This design comes from an exercise in tuning for a short achievable clock period and few clock cycles on the open sky130 flow, not from production work.
For this run, only the layout was checked, not whether the RTL still works.
Power and IR drop assume default switching activity.

<file path="flow/run.sh">
#!/bin/bash
# synth_recipe.tcl (not shown) runs the flow's synth.tcl, then flattens the netlist and writes it again
# the make line also repeats each setting of config.mk as NAME=value (left out here)
make -C /OpenROAD-flow-scripts/flow DESIGN_CONFIG=/design/flow/config.mk WORK_HOME=/design/flow/orfs CLKGATE_MAP_FILE= SYNTH_SCRIPT=/design/flow/synth_recipe.tcl finish
</file>
<file path="flow/config.mk">
export PLATFORM = sky130hd
export DESIGN_NAME = RV32Core
export DESIGN_NICKNAME = RV32Core
export VERILOG_FILES = /design/flow/design.v
export SDC_FILE = /design/flow/constraint.sdc
export NUM_CORES = 8
export LEC_CHECK = 0
export ABC_CLOCK_PERIOD_IN_PS = 3000
export CAP_MARGIN = 20
export CORE_MARGIN = 2
export CORE_UTILIZATION = 45
export PLACE_DENSITY = 0.6
export SETUP_SLACK_MARGIN = 5
export SLEW_MARGIN = 20
</file>
<file path="flow/constraint.sdc">
create_clock -name core_clock -period 10.0 [get_ports {CPU_CLK}]
set_input_delay 2.0000 -clock core_clock [delete_from_list [all_inputs] [get_ports {CPU_CLK}]]
set_output_delay 2.0000 -clock core_clock [all_outputs]
set_load 0.01 [all_outputs]
</file>
<file path="flow/design.v">
`timescale 1ns / 1ps
`timescale 1ns / 1ps
module RV32Core(
    input wire CPU_CLK,
    input wire CPU_RST,
    output wire [31:0] IMEM_A,
    input wire [31:0] IMEM_RD,
    output wire [31:0] DMEM_A,
    output wire [31:0] DMEM_WD,
    output wire [3:0] DMEM_WE,
    input wire [31:0] DMEM_RD
    );
    wire clk = CPU_CLK;
    wire rst = CPU_RST;
    localparam NBTB = 4;
    reg [31:0] pc_f;           
    reg [31:0] imem_a_q;       
    reg        v_d;            
    reg [31:0] pc_d;
    reg        bh_d;           
    reg        hold_d;         
    reg [31:0] ir_hold;
    reg        v_e;
    reg [31:0] pc_e;
    reg [4:0]  rd_e;
    reg        wr_e;           
    reg        ld_e, st_e, br_e, jalr_e, jal_e;
    reg [2:0]  f3_e;
    reg [31:0] rv1_e, rv2_e, imm_e;
    reg [3:0]  fa_e, fb_e;     
    reg        bimm_e;         
    reg [31:0] pre_e;          
    reg        usepre_e;
    reg [3:0]  aop_e;          
    reg        pt_e;           
    reg [31:0] alt_e;          
    reg [31:0] bt_e;           
    reg        v_m;
    reg [31:0] res_m;
    reg [31:0] dmem_a_q;
    reg [31:0] dmem_wd_q;
    reg [3:0]  dmem_we_q;
    reg [4:0]  rd_m;
    reg        wr_m, ld_m;
    reg [2:0]  f3_m;
    reg [31:0] res_w;
    reg [4:0]  rd_w;
    reg        wr_w, ld_w;
    reg [2:0]  f3_w;
    reg [1:0]  a_w;
    reg [31:0] res_r;
    reg [4:0]  rd_r;
    reg        wr_r;
    reg [31:0] rf [1:31];
    reg [NBTB-1:0] btb_v;
    reg [29:0] btb_tag [0:NBTB-1];
    reg [29:0] btb_tgt [0:NBTB-1];
    reg [1:0]  btb_ptr;
    assign IMEM_A  = imem_a_q;
    assign DMEM_A  = dmem_a_q;
    assign DMEM_WD = dmem_wd_q;
    assign DMEM_WE = dmem_we_q;
    reg        btb_hit;
    reg [29:0] btb_t;
    integer bi;
    always @(*) begin
        btb_hit = 1'b0;
        btb_t = 30'd0;
        for (bi = 0; bi < NBTB; bi = bi + 1)
            if (btb_v[bi] && btb_tag[bi] == pc_f[31:2]) begin
                btb_hit = 1'b1;
                btb_t = btb_t | btb_tgt[bi];
            end
    end
    wire [31:0] pc_f4 = pc_f + 32'd4;
    wire [31:0] ir = hold_d ? ir_hold : IMEM_RD;
    wire [6:0] op = ir[6:0];
    wire [4:0] rd = ir[11:7];
    wire [2:0] f3 = ir[14:12];
    wire [4:0] rs1 = ir[19:15];
    wire [4:0] rs2 = ir[24:20];
    wire       f7b = ir[30];
    wire is_lui   = op == 7'b0110111;
    wire is_auipc = op == 7'b0010111;
    wire is_jal   = op == 7'b1101111;
    wire is_jalr  = op == 7'b1100111;
    wire is_br    = op == 7'b1100011;
    wire is_ld    = op == 7'b0000011;
    wire is_st    = op == 7'b0100011;
    wire is_opi   = op == 7'b0010011;
    wire is_op    = op == 7'b0110011;
    wire use1 = is_jalr | is_br | is_ld | is_st | is_opi | is_op;
    wire use2 = is_br | is_st | is_op;
    wire wr_d = (is_lui | is_auipc | is_jal | is_jalr | is_ld | is_opi | is_op) && rd != 5'd0;
    wire [31:0] imm_i = {{20{ir[31]}}, ir[31:20]};
    wire [31:0] imm_s = {{20{ir[31]}}, ir[31:25], ir[11:7]};
    wire [31:0] imm_b = {{19{ir[31]}}, ir[31], ir[7], ir[30:25], ir[11:8], 1'b0};
    wire [31:0] imm_u = {ir[31:12], 12'd0};
    wire [31:0] imm_j = {{11{ir[31]}}, ir[31], ir[19:12], ir[20], ir[30:21], 1'b0};
    wire [31:0] tgt_b = pc_d + imm_b;
    wire [31:0] tgt_j = pc_d + imm_j;
    wire [31:0] pc_d4 = pc_d + 32'd4;
    wire [31:0] auipc_v = pc_d + imm_u;
    wire [31:0] rv1 = (rs1 == 5'd0) ? 32'd0 : rf[rs1];
    wire [31:0] rv2 = (rs2 == 5'd0) ? 32'd0 : rf[rs2];
    wire m1 = v_e && wr_e && rd_e == rs1;   
    wire w1 = v_m && wr_m && rd_m == rs1;
    wire r1 = wr_w && rd_w == rs1;
    wire m2 = v_e && wr_e && rd_e == rs2;
    wire w2 = v_m && wr_m && rd_m == rs2;
    wire r2 = wr_w && rd_w == rs2;
    wire haz1 = use1 && ((m1 && ld_e) || (!m1 && w1 && ld_m));
    wire haz2 = use2 && ((m2 && ld_e) || (!m2 && w2 && ld_m));
    wire stall = v_d && (haz1 || haz2);
    wire [3:0] fa_d = (rs1 == 5'd0) ? 4'b1000 : m1 ? 4'b0001 : w1 ? 4'b0010 : r1 ? 4'b0100 : 4'b1000;
    wire [3:0] fb_d = (rs2 == 5'd0) ? 4'b1000 : m2 ? 4'b0001 : w2 ? 4'b0010 : r2 ? 4'b0100 : 4'b1000;
    localparam A_ADD = 4'd0, A_SUB = 4'd1, A_SLL = 4'd2, A_SLT = 4'd3, A_SLTU = 4'd4,
               A_XOR = 4'd5, A_SRL = 4'd6, A_SRA = 4'd7, A_OR = 4'd8, A_AND = 4'd9;
    reg [3:0] aop_d;
    always @(*) begin
        case (f3)
            3'd0: aop_d = (is_op && f7b) ? A_SUB : A_ADD;
            3'd1: aop_d = A_SLL;
            3'd2: aop_d = A_SLT;
            3'd3: aop_d = A_SLTU;
            3'd4: aop_d = A_XOR;
            3'd5: aop_d = f7b ? A_SRA : A_SRL;
            3'd6: aop_d = A_OR;
            default: aop_d = A_AND;
        endcase
        if (!(is_op || is_opi)) aop_d = A_ADD;
    end
    wire redir_d = v_d && !bh_d && (is_jal || (is_br && ir[31]));
    wire [31:0] tgt_d = is_jal ? tgt_j : tgt_b;
    wire pt_d = bh_d || is_jal || (is_br && ir[31]);
    wire [31:0] a = ({32{fa_e[0]}} & res_m) | ({32{fa_e[1]}} & res_w) | ({32{fa_e[2]}} & res_r) | ({32{fa_e[3]}} & rv1_e);
    wire [31:0] b = ({32{fb_e[0]}} & res_m) | ({32{fb_e[1]}} & res_w) | ({32{fb_e[2]}} & res_r) | ({32{fb_e[3]}} & rv2_e);
    wire [31:0] o2 = bimm_e ? imm_e : b;
    reg [31:0] alu;
    always @(*) begin
        case (aop_e)
            A_ADD:  alu = a + o2;
            A_SUB:  alu = a - o2;
            A_SLL:  alu = a << o2[4:0];
            A_SLT:  alu = {31'd0, $signed(a) < $signed(o2)};
            A_SLTU: alu = {31'd0, a < o2};
            A_XOR:  alu = a ^ o2;
            A_SRL:  alu = a >> o2[4:0];
            A_SRA:  alu = $signed(a) >>> o2[4:0];
            A_OR:   alu = a | o2;
            default: alu = a & o2;
        endcase
    end
    wire [31:0] res_e = usepre_e ? pre_e : alu;
    wire beq = a == b;
    wire blt = $signed(a) < $signed(b);
    wire bltu = a < b;
    reg taken;
    always @(*) begin
        case (f3_e)
            3'd0: taken = beq;
            3'd1: taken = !beq;
            3'd4: taken = blt;
            3'd5: taken = !blt;
            3'd6: taken = bltu;
            default: taken = !bltu;
        endcase
    end
    wire [31:0] jalr_t = (a + imm_e) & 32'hFFFFFFFE;
    wire misp_br = v_e && br_e && (taken != pt_e);
    wire misp_x = v_e && pt_e && !br_e && !jal_e;
    wire misp = misp_br || misp_x || (v_e && jalr_e);
    wire [31:0] tgt_e = jalr_e ? jalr_t : alt_e;
    wire [31:0] ea = a + imm_e;
    reg [3:0] we_e;
    reg [31:0] wd_e;
    always @(*) begin
        case (f3_e[1:0])
            2'd0: begin we_e = 4'b0001 << ea[1:0]; wd_e = {4{b[7:0]}}; end
            2'd1: begin we_e = ea[1] ? 4'b1100 : 4'b0011; wd_e = {2{b[15:0]}}; end
            default: begin we_e = 4'b1111; wd_e = b; end
        endcase
        if (!(v_e && st_e)) we_e = 4'b0000;
    end
    reg [31:0] ldv;
    always @(*) begin
        case (f3_w)
            3'd0: case (a_w)
                    2'd0: ldv = {{24{DMEM_RD[7]}}, DMEM_RD[7:0]};
                    2'd1: ldv = {{24{DMEM_RD[15]}}, DMEM_RD[15:8]};
                    2'd2: ldv = {{24{DMEM_RD[23]}}, DMEM_RD[23:16]};
                    default: ldv = {{24{DMEM_RD[31]}}, DMEM_RD[31:24]};
                  endcase
            3'd1: ldv = a_w[1] ? {{16{DMEM_RD[31]}}, DMEM_RD[31:16]} : {{16{DMEM_RD[15]}}, DMEM_RD[15:0]};
            3'd4: case (a_w)
                    2'd0: ldv = {24'd0, DMEM_RD[7:0]};
                    2'd1: ldv = {24'd0, DMEM_RD[15:8]};
                    2'd2: ldv = {24'd0, DMEM_RD[23:16]};
                    default: ldv = {24'd0, DMEM_RD[31:24]};
                  endcase
            3'd5: ldv = a_w[1] ? {16'd0, DMEM_RD[31:16]} : {16'd0, DMEM_RD[15:0]};
            default: ldv = DMEM_RD;
        endcase
    end
    wire [31:0] wdata = ld_w ? ldv : res_w;
    integer i;
    always @(posedge clk or posedge rst) begin
        if (rst) begin
            for (i = 1; i < 32; i = i + 1) rf[i] <= 32'd0;
        end else if (wr_w) begin
            rf[rd_w] <= wdata;
        end
    end
    wire adv_d = !stall;    
    always @(posedge clk) begin
        if (rst) begin
            pc_f <= 32'd0;
            imem_a_q <= 32'd0;
            v_d <= 1'b0;
            hold_d <= 1'b0;
            v_e <= 1'b0;
            v_m <= 1'b0;
            wr_w <= 1'b0;
            wr_r <= 1'b0;
            dmem_we_q <= 4'd0;
            btb_v <= {NBTB{1'b0}};
            btb_ptr <= 2'd0;
        end else begin
            begin : nextpc
                reg [31:0] npc;
                if (misp) npc = tgt_e;
                else if (stall) npc = pc_f;
                else if (redir_d) npc = tgt_d;
                else if (btb_hit) npc = {btb_t, 2'b00};
                else npc = pc_f4;
                pc_f <= npc;
                imem_a_q <= npc;
            end
            if (misp) begin
                v_d <= 1'b0;
                hold_d <= 1'b0;
            end else if (stall) begin
                hold_d <= 1'b1;
            end else begin
                v_d <= !redir_d;
                hold_d <= 1'b0;
                pc_d <= pc_f;
                bh_d <= btb_hit;
            end
            ir_hold <= ir;
            v_e <= v_d && !stall && !misp;
            v_m <= v_e;
            dmem_we_q <= we_e;   
            wr_w <= v_m && wr_m;
            wr_r <= wr_w;
            if (v_e && ((br_e && taken) || jal_e)) begin
                begin : upd
                    reg found;
                    integer k;
                    found = 1'b0;
                    for (k = 0; k < NBTB; k = k + 1)
                        if (btb_v[k] && btb_tag[k] == pc_e[31:2]) found = 1'b1;
                    if (!found) begin
                        btb_v[btb_ptr] <= 1'b1;
                        btb_ptr <= btb_ptr + 2'd1;
                    end
                end
            end
        end
    end
    always @(posedge clk) begin
        if (!stall) begin
            pc_e <= pc_d;
            rd_e <= rd;
            wr_e <= wr_d;
            ld_e <= is_ld;
            st_e <= is_st;
            br_e <= is_br;
            jalr_e <= is_jalr;
            jal_e <= is_jal;
            f3_e <= f3;
            rv1_e <= rv1;
            rv2_e <= rv2;
            imm_e <= is_st ? imm_s : imm_i;
            fa_e <= fa_d;
            fb_e <= fb_d;
            bimm_e <= !(is_op || is_br);
            pre_e <= is_lui ? imm_u : is_auipc ? auipc_v : pc_d4;
            usepre_e <= is_lui | is_auipc | is_jal | is_jalr;
            aop_e <= aop_d;
            pt_e <= pt_d;
            alt_e <= pt_d ? pc_d4 : tgt_b;
            bt_e <= is_jal ? tgt_j : tgt_b;
        end
        res_m <= res_e;
        dmem_a_q <= ea;
        dmem_wd_q <= wd_e;
        rd_m <= rd_e;
        wr_m <= wr_e;
        ld_m <= ld_e;
        f3_m <= f3_e;
        res_w <= res_m;
        rd_w <= rd_m;
        ld_w <= ld_m;
        f3_w <= f3_m;
        a_w <= dmem_a_q[1:0];
        res_r <= wdata;
        rd_r <= rd_w;
        if (v_e && ((br_e && taken) || jal_e)) begin
            begin : upd2
                reg found;
                integer k;
                found = 1'b0;
                for (k = 0; k < NBTB; k = k + 1)
                    if (btb_v[k] && btb_tag[k] == pc_e[31:2]) found = 1'b1;
                if (!found) begin
                    btb_tag[btb_ptr] <= pc_e[31:2];
                    btb_tgt[btb_ptr] <= bt_e[31:2];
                end
            end
        end
    end
endmodule
</file>
==> notes.md <==
[stage by stage]
stage	instance area, µm²	utilization, %
finish	106000	52.2
global placement	97200	47.6
detailed placement	97300	47.6
global route	106000	52.1
CTS	105000	51.6
floorplan	92300	-
[timing repair]
| item | CTS | global route |
|---|---|---|
| setup endpoints to repair | 674 | 607 |
| pin swaps | 26 | 31 |
| cloned | 6 | 7 |
| resized for setup | 204 | 130 |
| setup buffers | 85 | 34 |
[cell usage in the layout (no fill, tap or decap), drive strengths merged, types with 285 or more instances in the layout]
cell type and instances:
dfrtp 992, a221oi 285, nand2 1465, edfxtp 534, buf 385, a21oi 484, a22oi 531, o21ai 1261
xnor2 314, nor2 488
[where the power goes]
group | switching, mW | internal [mW] | leakage, nW | total [mW]
Clock | 3.13 | 4.18 | 3.12 | 7.31
Sequential | 0.474 | 7.91 | 15.9 | 8.38
Combinational | 3.13 | 1.40 | 24.6 | 4.52
Total | 6.73 | 13.5 | 43.6 | 20.2
[flip-flops by register name, summed over array words and instances, names as in the netlist, 30 cells and up]
signal	cells
res_r	32
imem_a_q	32
dmem_wd_q	32
rv2_e	32
rf	992
rv1_e	32
res_w	32
btb_tag	120
pre_e	32
ir_hold	32
pc_e	30
res_m	32
pc_d	32
btb_tgt	120
dmem_a_q	32
bt_e	30
alt_e	32
[worst min path at each step]
| stage | start | end | slack, ns | depth (start not counted) |
|---|---|---|---|---|
| 2_1_floorplan | f3_m[0] | f3_w[0] | 0.31 | 0 |
| 3_3_place_gp | f3_m[1] | f3_w[1] | 0.32 | 0 |
| 3_5_place_dp | f3_m[2] | f3_w[2] | 0.31 | 0 |
| 4_1_cts | f3_m[0] | f3_w[0] | 0.33 | 0 |
| 5_1_grt | f3_m[0] | f3_w[0] | 0.35 | 0 |
| 6_report | f3_m[0] | f3_w[0] | 0.33 | 0 |
[logic make-up (layout without fill, tap and decap cells)]
group | Yosys count | count (layout)
AND/OR/NAND/NOR | 2720 | 2724
flip-flops | 1754 | 1754
buffers and inverters | 1028 | 1136
multiplexers | 171 | 171
other | 0 | 15
adder cells (fa/ha/maj) | 227 | 227
XOR/XNOR | 426 | 426
AO/OA/AOI/OAI | 3440 | 3440
[metal layers]
layer	GRT usage, %	vias to the layer above	wire length [µm]
met3	15.0	2035	64000
met2	59.9	7321	186000
met5	0.413	-	299
met1	54.3	42353	168000
met4	24.3	31	34600
li1	-	35959	-
[area by class of cell]
type	count	area share [%]
Inverter	231	0.874
Clock buffer	262	5.00
Sequential cell	1754	42.7
Clock inverter	85	1.02
Timing Repair inverter	1	0.00705
Antenna cell	15	0.0353
Tap cell	2688	3.16
Multi-Input combinational cell	6988	42.4
Timing Repair Buffer	557	4.88
==> results_dict.tcl <==
set metrics [dict create \
    r2r_start "fb_e[0]" \
    syn_area_per_cell_um2 9.45 \
    muxShareOfSynthArea_pct 2.00 \
    setup_viol 0 \
    drive_above_1_share_pct 11.3 \
    antenna_found_initial 34 \
    crit_end "rv2_e[26]" \
    hold_buffers 0 \
    pin_count 166 \
    synth_xor_area_share_pct 4.04 \
    min_path_type "reg -> reg" \
    dp_cells 12085 \
    grt_use_total_pct 41.8 \
    grt_max_degree 172 \
    p_total_mw 20.2 \
    syn_inst 9766 \
    multi_input_area_mm2 0.0451 \
    fin_tns_setup_ns 0 \
    viasPerCell 6.97 \
    cap_viol_max_count 0 \
    core_region_area_mm2 0.204 \
    fillers 18378 \
    fin_crit_ns 5.12 \
    die_y_um 457 \
    initial_core_util_pct 45.2 \
    fmax_mhz 195 \
    worst_pin_slew_ns 1.30 \
    synth-simple-area-share_pct 12.9 \
    hpwl_um 283000 \
    antenna_left 0 \
    first_pass_iters 13 \
    cts_tree "built" \
    synth_enable_flop_cells 534 \
    synthFlopType "dfrtp_1" \
    routed_wl_um 453000 \
    rrSetupSlack_ns 5.02 \
    clk_pin_slew_worst_paths_ns 0.06 \
    p_leak_nw 43.6 \
    crit_buf_inv 5 \
    die_area_mm2 0.209 \
    fin_worst_skew_ns 0.0812 \
    synth_top_area_cell "dfrtp_1" \
    synth_nets 10059 \
    required_ns 10.55 \
    synth_top_family_by_area "compound AO/OA/AOI/OAI gates" \
    cts_buffer_depth 3 \
    synthTopCellsByArea "dfrtp_1 (27%), edfxtp_1 (17%), o21ai_0 (6.7%)" \
    setup_ws_ns 4.88 \
    dr_total_vias 87699 \
    rr_endpoint "res_m[7]" \
    insertion_delay_ns 0.88 \
    clkSinkCount 1754 \
    path_class "in -> reg" \
    dp_slack_ns 2.68 \
    crit_arrival_ns 5.67 \
    slew_violations 0 \
    critPathLaunch "IMEM_RD[24]" \
    cp-start-kind "input pin" \
    drc 0 \
    finalHoldViolations 0 \
    portBuffers 165 \
    seqCellArea_mm2 0.0454 \
    row_count 166 \
    status "finished clean" \
    synth_top_area_share_pct 26.9 \
    ys_warn_count 2 \
    grt_first_pass_wirelength_um 626000 \
    synth_most_common_cell "nand2_1" \
    peakVddDrop_uv 218 \
    max_slew_margin_pct 13.2 \
    period_share_pct 51.2 \
    rr_worst_depth 14 \
    numCtsBuffers 187 \
    ys_types 102 \
    fin_nets 10013 \
    crit_slowest_cell "nor3_2" \
    die_w_um 457 \
    areaGrowthSynthToFinish_pct 15.4 \
    cts_max_level 4 \
    end_kind "flop" \
    fin_hold_ws_ns 0.330 \
    yosysSeqAreaShare_pct 49.2 \
    slowest_delay_ns 0.65 \
    worst-path-max-fanout 23 \
    async_flop_share_pct 56.6 \
    fin_cells 12581 \
    drtIter0Drc 16893 \
    grt_overflow 0 \
    ys_seq_elements 1754 \
    gp_congestion 1.01 \
    grt_pass1_vias 81010 \
    grt_setup_unrepaired "true" \
    synth_compound_area_share_pct 24.4 \
    root_buffer "clkbuf_16" \
    crit_chain "clkdlybuf4s50_1 > mux2i_1 > buf_6 > clkinvlp_4 > buf_4 > nand3_1 > nor2_4 > buf_4 > a221oi_1 > nand3_1 > nor3_2 > nor2_1" \
    power_density_mw_per_mm2 190 \
    synth_fa_ha_area_share_pct 3.13 \
    path_depth 12 \
    critical-path-top-delay-family "simple AND/OR/NAND/NOR gates" \
    synthTopCellsByCount "nand2_1 (1463), o21ai_0 (1242), dfrtp_1 (992)" \
    wl_per_cell_um 36.0 \
    syn-cell-area_mm2 0.0923 \
]

re-timing with driven ports:
How much do the figures lean on ideal ports? The routed layout below was timed once more, with nothing changed but the port constraints.
Step 1 (the two cells are an assumption about what drives the block):
set clk [get_ports {CPU_CLK}]
set_driving_cell -lib_cell sky130_fd_sc_hd__clkbuf_16 $clk
set_driving_cell -lib_cell sky130_fd_sc_hd__buf_2 [delete_from_list [all_inputs] $clk]
Step 2 moves the port delays by t, midway between the first and last clock arrival at a register: inputs arrive t later, outputs are due t later. That takes back most of the time a late clock gives input paths.
Three values: no drivers, after step 1, after step 2; two values: the first two.
t (ns): 0.940
slack for setup (ns): 4.877 / 4.944 / 4.004
clock arrival spread, ns: 0.084 / 0.084
After both steps this run still meets setup and hold. For this run, drivers alone change the setup slack by +0.067 ns; drivers and shift together by -0.873 ns.
